This design comes from an exercise in tuning for small area on the open sky130 flow, not from production work.
Only simulation tests tie the RTL to the original design; equivalence was not proved.
The clock port is modelled as an ideal driver; clocking choices that lean on that would not hold on a real chip.
Power is estimated from default activity; no workload was simulated.

JK:
## color_find
module color_find #(
    parameter DISPLAY_W = 640,
    parameter DISPLAY_H = 480
) (
    input clk,
    input reset,
    input [9:0] x_pixel,
    input [9:0] y_pixel,
    input [3:0] R,
    input [3:0] G,
    input [3:0] B,
    output logic [1:0] USER
);
==> flow/config.mk <==
export PLATFORM = sky130hd
export DESIGN_NAME = color_find
export DESIGN_NICKNAME = color_find
export VERILOG_FILES = /design/flow/design.v
export SDC_FILE = /design/flow/constraint.sdc
export NUM_CORES = 4
export LEC_CHECK = 0
export ABC_AREA = 1
export CAP_MARGIN = 20
export CORE_MARGIN = 2
export CORE_UTILIZATION = 40
export SLEW_MARGIN = 20
export SYNTH_HIERARCHICAL = 1
export SYNTH_MINIMUM_KEEP_SIZE = 0
# no full-adder extraction: ABC maps all logic
export ADDER_MAP_FILE =
# small buffers on the ports (the standard flow picks clkdlybuf4s50_1)
export BUFFER_PORTS_ARGS = -buffer_cell sky130_fd_sc_hd__buf_1
# smaller clock tree, no dummy loads
export CTS_ARGS = -sink_clustering_enable -repair_clock_nets -dont_use_dummy_load -buf_list sky130_fd_sc_hd__clkbuf_16 -root_buf sky130_fd_sc_hd__clkbuf_16 -sink_clustering_size 50 -sink_clustering_max_diameter 500
==> flow/constraint.sdc <==
create_clock -name core_clock -period 160.0 [get_ports {clk}]
set_input_delay 32.0000 -clock core_clock [delete_from_list [all_inputs] [get_ports {clk}]]
set_output_delay 32.0000 -clock core_clock [all_outputs]
set_load 0.01 [all_outputs]
standard.sh (not shown) runs the stock make flow with config.mk's settings and CLKGATE_MAP_FILE= SYNTH_SCRIPT=/design/flow/synth_recipe.tcl, a recipe that flattens the netlist after the stock synthesis.
==> flow/flow/run.sh <==
#!/bin/bash
# Standard ORFS layout with two changes:
#  - synthesis maps with flow/abc_area.script (area-oriented ABC mapping, no
#    ABC buffering/upsizing); everything else in synthesis is the standard flow's own
#    standard synthesis (synth_recipe.tcl), so registers are unchanged;
#  - no full-adder extraction, buf_1 port buffers and a smaller clock
#    tree (flow/extra.mk).
set -euo pipefail
rm -rf scripts_mod
cp -r "$FLOW_HOME/scripts" scripts_mod
cp flow/abc_area.script scripts_mod/abc_area.script
cat flow/extra.mk >> config.mk
export SCRIPTS_DIR="$PWD/scripts_mod"
bash standard.sh > standard.log 2>&1
==> flow/flow/abc_area.script <==
strash
dch
amap
topo
==> flow/flow/extra.mk <==
# no full-adder extraction: ABC maps all logic
export ADDER_MAP_FILE =
# small buffers on the ports (the standard flow picks clkdlybuf4s50_1)
export BUFFER_PORTS_ARGS = -buffer_cell sky130_fd_sc_hd__buf_1
# smaller clock tree, no dummy loads
export CTS_ARGS = -sink_clustering_enable -repair_clock_nets -dont_use_dummy_load -buf_list sky130_fd_sc_hd__clkbuf_16 -root_buf sky130_fd_sc_hd__clkbuf_16 -sink_clustering_size 50 -sink_clustering_max_diameter 500
Every stage of the flow completed for JK, and the final layout passed the timing, design-rule and antenna checks.
diff inputs: JK => MS
- CTS_ARGS: -sink_clustering_enable -repair_clock_nets -dont_use_dummy_load -buf_list sky130_fd_sc_hd__clkbuf_16 -root_buf sky130_fd_sc_hd__clkbuf_16 -sink_clustering_size 50 -sink_clustering_max_diameter 500 -> -sink_clustering_enable -repair_clock_nets -dont_use_dummy_load -buf_list sky130_fd_sc_hd__clkbuf_8 -root_buf sky130_fd_sc_hd__clkbuf_8
==> flow/flow/extra.mk <==
# no full-adder extraction: ABC maps all logic
export ADDER_MAP_FILE =
# small buffers on the ports (the standard flow picks clkdlybuf4s50_1)
export BUFFER_PORTS_ARGS = -buffer_cell sky130_fd_sc_hd__buf_1
# smaller clock tree, no dummy loads
export CTS_ARGS = -sink_clustering_enable -repair_clock_nets -dont_use_dummy_load -buf_list sky130_fd_sc_hd__clkbuf_8 -root_buf sky130_fd_sc_hd__clkbuf_8
Notes after the runs:
MS went all the way through synthesis, placement and routing and the layout is clean on timing, DRC and antenna. From JK to MS, critical path depth did not move at all. Number of antenna violations at the first check in global routing: JK vs MS identical. Diff JK -> MS: met2 capacity usage during global routing picked up an extra 0.33 points; worst path setup slack after routing picked up an extra 0.047 ns. Going from JK to MS, worst-margin pin slew shrinks by 0.020 ns. The post-route clock period utilization of MS and that of JK are within noise of each other.
For AL, these inputs were changed with respect to MS:
- CAP_MARGIN: 20 -> 0
- SLEW_MARGIN: 20 -> 0
Results
AL finished all stages; the layout is clean. AL -> MS: final layout net count delta 0, exact match. From AL to MS, mean area per synthesized cell did not move at all. Relative area change from synthesis to final layout essentially unchanged between MS and AL. Global-route usage: MS vs AL identical. The number of sequential cells in the layout on AL is in line with that on MS. For portion of total power attributed to the clock network, MS and AL come out practically identical. AL -> MS: routed wire length flat. Comparing AL against MS, there is no change at all in post-CTS setup-driven buffer insertion count.
## Diff of input files: TR against AL
- CTS_ARGS: -sink_clustering_enable -repair_clock_nets -dont_use_dummy_load -buf_list sky130_fd_sc_hd__clkbuf_8 -root_buf sky130_fd_sc_hd__clkbuf_8 -> -repair_clock_nets -dont_use_dummy_load -buf_list sky130_fd_sc_hd__clkbuf_8 -root_buf sky130_fd_sc_hd__clkbuf_8
- CAP_MARGIN: 0 -> 20
- SLEW_MARGIN: 0 -> 20
==> flow/flow/extra.mk <==
# no full-adder extraction: ABC maps all logic
export ADDER_MAP_FILE =
# small buffers on the ports (the standard flow picks clkdlybuf4s50_1)
export BUFFER_PORTS_ARGS = -buffer_cell sky130_fd_sc_hd__buf_1
# smaller clock tree, no dummy loads
export CTS_ARGS = -repair_clock_nets -dont_use_dummy_load -buf_list sky130_fd_sc_hd__clkbuf_8 -root_buf sky130_fd_sc_hd__clkbuf_8
==> comparison <==
- TR and AL ended up with nearly the same global-route wire length before repair.
- Reported for TR and AL, final cell count turned out identical to the last digit.
- Diff AL -> TR: die extent in y was more or less identical; count of clock-buffer cells in the layout did not really move; final critical path time including I/O delays and setup neither gained nor lost much; relative area change from synthesis to final layout ~0 delta; power barely changed.
- Number of placed instances with taps included: AL vs TR identical
- Between AL and TR, the non-clock buffer count does not differ in any meaningful way.
- Number of buffers inserted by hold repair at cts of TR is on par with AL.
- Diff AL..TR | number of flip-flops and latches | unchanged

Another version of the RTL of color_find (not shown whole).
Size: about 36 I/O pins.
make LEC_CHECK=0 ABC_AREA=1 CAP_MARGIN=20 CORE_MARGIN=2 CORE_UTILIZATION=40 SLEW_MARGIN=20 finish   # period 160.0 ns
run.sh (not shown) runs the stock make flow with config.mk's settings and CLKGATE_MAP_FILE= SYNTH_SCRIPT=/design/flow/synth_recipe.tcl, a recipe that flattens the netlist after the stock synthesis.
Stock flow here: none of the scripts above is used.
==> next run, changes <==
==> flow/flow/run.sh (new file) <==
#!/bin/bash
# Standard ORFS layout with two changes:
#  - synthesis maps with flow/abc_area.script (area-oriented ABC mapping, no
#    ABC buffering/upsizing); everything else in synthesis is the standard flow's own
#    standard synthesis (synth_recipe.tcl), so registers are unchanged;
#  - port buffers are buf_1 cells (flow/extra.mk).
set -euo pipefail
rm -rf scripts_mod
cp -r "$FLOW_HOME/scripts" scripts_mod
cp flow/abc_area.script scripts_mod/abc_area.script
cat flow/extra.mk >> config.mk
export SCRIPTS_DIR="$PWD/scripts_mod"
bash standard.sh > standard.log 2>&1
==> flow/flow/abc_area.script (new file) <==
strash
dch
amap
topo
==> flow/flow/extra.mk (new file) <==
# small buffers on the ports (the standard flow picks clkdlybuf4s50_1)
export BUFFER_PORTS_ARGS = -buffer_cell sky130_fd_sc_hd__buf_1
==> flow/standard.sh (new file) <==
#!/bin/bash
# synth_recipe.tcl (not shown) runs the flow's synth.tcl, then flattens the netlist and writes it again
# the make line also repeats each setting of config.mk as NAME=value (left out here)
make -C /OpenROAD-flow-scripts/flow DESIGN_CONFIG=/design/flow/config.mk WORK_HOME=/design/flow/orfs CLKGATE_MAP_FILE= SYNTH_SCRIPT=/design/flow/synth_recipe.tcl "${@:-finish}"
BUFFER_PORTS_ARGS = -buffer_cell sky130_fd_sc_hd__buf_1   (was not set)
removed: flow/run.sh
Effect: Power went down by 5.7%; worst setup slack degrades by 5.6 ns; wire length went down by 20%; non-clock buffer count is unchanged.

Another version of the RTL of color_find (not shown whole).
Size in the first run: ~47 flip-flops, ~2700 um^2 of cells after synthesis.
clock: 160.0 ns
lec_check: 0
abc_area: 1
cap_margin: 20
core_margin: 2
core_utilization: 70
slew_margin: 20
synth_hierarchical: 1
synth_minimum_keep_size: 0
buffer_ports_args: -buffer_cell sky130_fd_sc_hd__buf_1
cts_args: -sink_clustering_enable -repair_clock_nets -dont_use_dummy_load -buf_list sky130_fd_sc_hd__clkbuf_8 -root_buf sky130_fd_sc_hd__clkbuf_8
pre_cts_tcl: /design/flow/flow/pre_cts.tcl
standard.sh (not shown) runs the stock make flow with config.mk's settings and CLKGATE_MAP_FILE= SYNTH_SCRIPT=/design/flow/synth_recipe.tcl, a recipe that flattens the netlist after the stock synthesis.
==> flow/flow/run.sh <==
#!/bin/bash
# Standard ORFS layout with two changes:
#  - synthesis maps with flow/abc_area.script (area-oriented ABC mapping, no
#    ABC buffering/upsizing); everything else in synthesis is the standard flow's own
#    standard synthesis (synth_recipe.tcl), so registers are unchanged;
#  - no full-adder extraction, buf_1 port buffers and a smaller clock
#    tree (flow/extra.mk).
set -euo pipefail
rm -rf scripts_mod
cp -r "$FLOW_HOME/scripts" scripts_mod
cp flow/abc_area.script scripts_mod/abc_area.script
cat flow/extra.mk >> config.mk
if [[ -f flow/pre_cts.tcl ]]; then echo "export PRE_CTS_TCL = $PWD/flow/pre_cts.tcl" >> config.mk; fi
export SCRIPTS_DIR="$PWD/scripts_mod"
bash standard.sh > standard.log 2>&1
==> flow/flow/extra.mk <==
# no full-adder extraction: ABC maps all logic
export ADDER_MAP_FILE =
# small buffers on the ports (the standard flow picks clkdlybuf4s50_1)
export BUFFER_PORTS_ARGS = -buffer_cell sky130_fd_sc_hd__buf_1
# smaller clock tree, no dummy loads
export CTS_ARGS = -sink_clustering_enable -repair_clock_nets -dont_use_dummy_load -buf_list sky130_fd_sc_hd__clkbuf_8 -root_buf sky130_fd_sc_hd__clkbuf_8
==> flow/flow/pre_cts.tcl <==
# Clock buffers placed by hand: the flip-flops are split by x into
# 3 groups of equal size; each group gets one sky130_fd_sc_hd__clkbuf_8 at its middle,
# driven by the clock port.
set ffs {}
foreach inst [[ord::get_db_block] getInsts] {
  if { [[$inst getMaster] isSequential] } {
    set loc [$inst getLocation]
    lappend ffs [list [lindex $loc 0] [lindex $loc 1] $inst]
  }
}
set ffs [lsort -integer -index 0 $ffs]
set n [llength $ffs]
set k 3
set dbu [[ord::get_db_tech] getDbUnitsPerMicron]
for { set g 0 } { $g < $k } { incr g } {
  set lo [expr { $g * $n / $k }]
  set hi [expr { ($g + 1) * $n / $k }]
  set xs 0; set ys 0; set pins {}
  for { set i $lo } { $i < $hi } { incr i } {
    set e [lindex $ffs $i]
    set xs [expr { $xs + [lindex $e 0] }]
    set ys [expr { $ys + [lindex $e 1] }]
    set inst [lindex $e 2]
    foreach it [$inst getITerms] {
      if { [[$it getMTerm] getSigType] == "CLOCK" || [[$it getMTerm] getName] == "CLK" } {
        lappend pins [get_pins [$inst getName]/[[$it getMTerm] getName]]
      }
    }
  }
  set m [expr { $hi - $lo }]
  set x [expr { $xs / $m / double($dbu) }]
  set y [expr { $ys / $m / double($dbu) }]
  puts "pre_cts: group $g: $m flip-flops, [llength $pins] clock pins, buffer at $x $y"
  insert_buffer -buffer_cell sky130_fd_sc_hd__clkbuf_8 -net clk -load_pins $pins -buffer_name clkbuf_g$g -location [list $x $y]
}
Other scripts of this flow, unchanged in this note and not shown: flow/flow/abc_area.script
==> next run, changes <==
==> flow/flow/extra.mk (replaced) <==
# no full-adder extraction: ABC maps all logic
export ADDER_MAP_FILE =
# small buffers on the ports (the standard flow picks clkdlybuf4s50_1)
export BUFFER_PORTS_ARGS = -buffer_cell sky130_fd_sc_hd__buf_1
# smaller clock tree, no dummy loads
export CTS_ARGS = -sink_clustering_enable -repair_clock_nets -dont_use_dummy_load -buf_list sky130_fd_sc_hd__clkbuf_16 -root_buf sky130_fd_sc_hd__clkbuf_16
CTS_ARGS = -sink_clustering_enable -repair_clock_nets -dont_use_dummy_load -buf_list sky130_fd_sc_hd__clkbuf_16 -root_buf sky130_fd_sc_hd__clkbuf_16   (was -sink_clustering_enable -repair_clock_nets -dont_use_dummy_load -buf_list sky130_fd_sc_hd__clkbuf_8 -root_buf sky130_fd_sc_hd__clkbuf_8)
- setup slack is worse by 0.26 ns
- hold slack is worse by 0.0074 ns
- combinational power grows by about 10%
- fmax shrinks by 0.66%
- power grows by 46%
- die area stays the same
- cell count grows by 2.4%
- register-to-register slack is worse by 0.75 ns
- sequential cell count stays the same
- sequential power grows by about 3%
- wire length grows by 33%
==> next run, changes <==
==> flow/flow/pre_cts.tcl (replaced) <==
# One clock buffer, at the middle of the flip-flops, driving all of them.
set xs 0
set ys 0
set n 0
foreach inst [get_cells *] {
  if { [get_property $inst is_sequential] } {
    set loc [[sta::sta_to_db_inst $inst] getLocation]
    set xs [expr { $xs + [lindex $loc 0] }]
    set ys [expr { $ys + [lindex $loc 1] }]
    incr n
  }
}
set dbu [[ord::get_db_tech] getDbUnitsPerMicron]
set x [expr { $xs / $n / double($dbu) }]
set y [expr { $ys / $n / double($dbu) }]
puts "pre_cts: $n flip-flops, clock buffer at $x $y"
insert_buffer -buffer_cell sky130_fd_sc_hd__clkbuf_16 -net clk -buffer_name clkbuf_root -location [list $x $y]
With this change the flow stopped in 4_1_cts.
Area after synthesis is unchanged.
Synthesized cell count does not change.
==> next run, changes <==
--- a/flow/flow/run.sh
+++ b/flow/flow/run.sh
@@ -11,5 +11,4 @@
 cp flow/abc_area.script scripts_mod/abc_area.script
 cat flow/extra.mk >> config.mk
-if [[ -f flow/pre_cts.tcl ]]; then echo "export PRE_CTS_TCL = $PWD/flow/pre_cts.tcl" >> config.mk; fi
 export SCRIPTS_DIR="$PWD/scripts_mod"
 bash standard.sh > standard.log 2>&1
==> flow/flow/extra.mk (replaced) <==
# no full-adder extraction: ABC maps all logic
export ADDER_MAP_FILE =
# small buffers on the ports (the standard flow picks clkdlybuf4s50_1)
export BUFFER_PORTS_ARGS = -buffer_cell sky130_fd_sc_hd__buf_1
# smaller clock tree, no dummy loads
export CTS_ARGS = -sink_clustering_enable -repair_clock_nets -dont_use_dummy_load -buf_list sky130_fd_sc_hd__clkbuf_8 -root_buf sky130_fd_sc_hd__clkbuf_8
CTS_ARGS = -sink_clustering_enable -repair_clock_nets -dont_use_dummy_load -buf_list sky130_fd_sc_hd__clkbuf_8 -root_buf sky130_fd_sc_hd__clkbuf_8   (was -sink_clustering_enable -repair_clock_nets -dont_use_dummy_load -buf_list sky130_fd_sc_hd__clkbuf_16 -root_buf sky130_fd_sc_hd__clkbuf_16)
PRE_CTS_TCL = unset   (was /design/flow/flow/pre_cts.tcl)
removed: flow/flow/pre_cts.tcl
After rerunning: With this change the flow finished with timing, DRC and antenna clean; synthesized cell count does not change; synthesized area does not change.

## separate check: timing with driven ports
Ports are ideal in the flow. The routed layouts listed here were re-timed in OpenROAD. Step 1 sets driving cells, clkbuf_16 on the clock port and buf_2 on the other inputs (assumed; they add their load-dependent delay and slew). Step 2, shift: input delay + t, output delay - t, t = (earliest + latest rising clock arrival at the registers) / 2. This alone moves slack from input paths to output paths. Slacks: ideal / step 1 / step 2; pairs: ideal / step 1.
| run | t (ns) | slack for setup (ns) | worst hold slack (ns) | worst setup path after step 2 |
|---|---|---|---|---|
| JK | 0.307 | 121.526 / 121.538 / 121.231 | 0.563 / 0.563 / 0.563 | input to register |
| MS | 0.307 | 121.573 / 121.580 / 121.273 | 0.567 / 0.567 / 0.567 | input to register |
| AL | 0.307 | 121.573 / 121.580 / 121.273 | 0.567 / 0.567 / 0.567 | input to register |
| TR | 0.307 | 121.573 / 121.580 / 121.273 | 0.567 / 0.567 / 0.567 | input to register |
| the first run of note 2 | 0.328 | 124.025 / 124.029 / 123.702 | 0.458 / 0.458 / 0.458 | input to register |
| the second run of note 2 | 0.317 | 118.447 / 118.452 / 118.135 | 0.478 / 0.478 / 0.478 | input to register |
| the first run of note 3 | 0.193 | 121.052 / 121.073 / 120.880 | 0.536 / 0.536 / 0.536 | input to register |
| the second run of note 3 | 0.643 | 120.795 / 120.808 / 120.165 | 0.529 / 0.529 / 0.529 | input to register |
| the fourth run of note 3 | 0.311 | 121.131 / 121.137 / 120.826 | 0.536 / 0.536 / 0.536 | input to register |
After both steps every run listed still meets setup and hold. The setup slack of the second run of note 3, which loses most, moves by +0.013 ns with the drivers and by -0.630 ns with both steps.
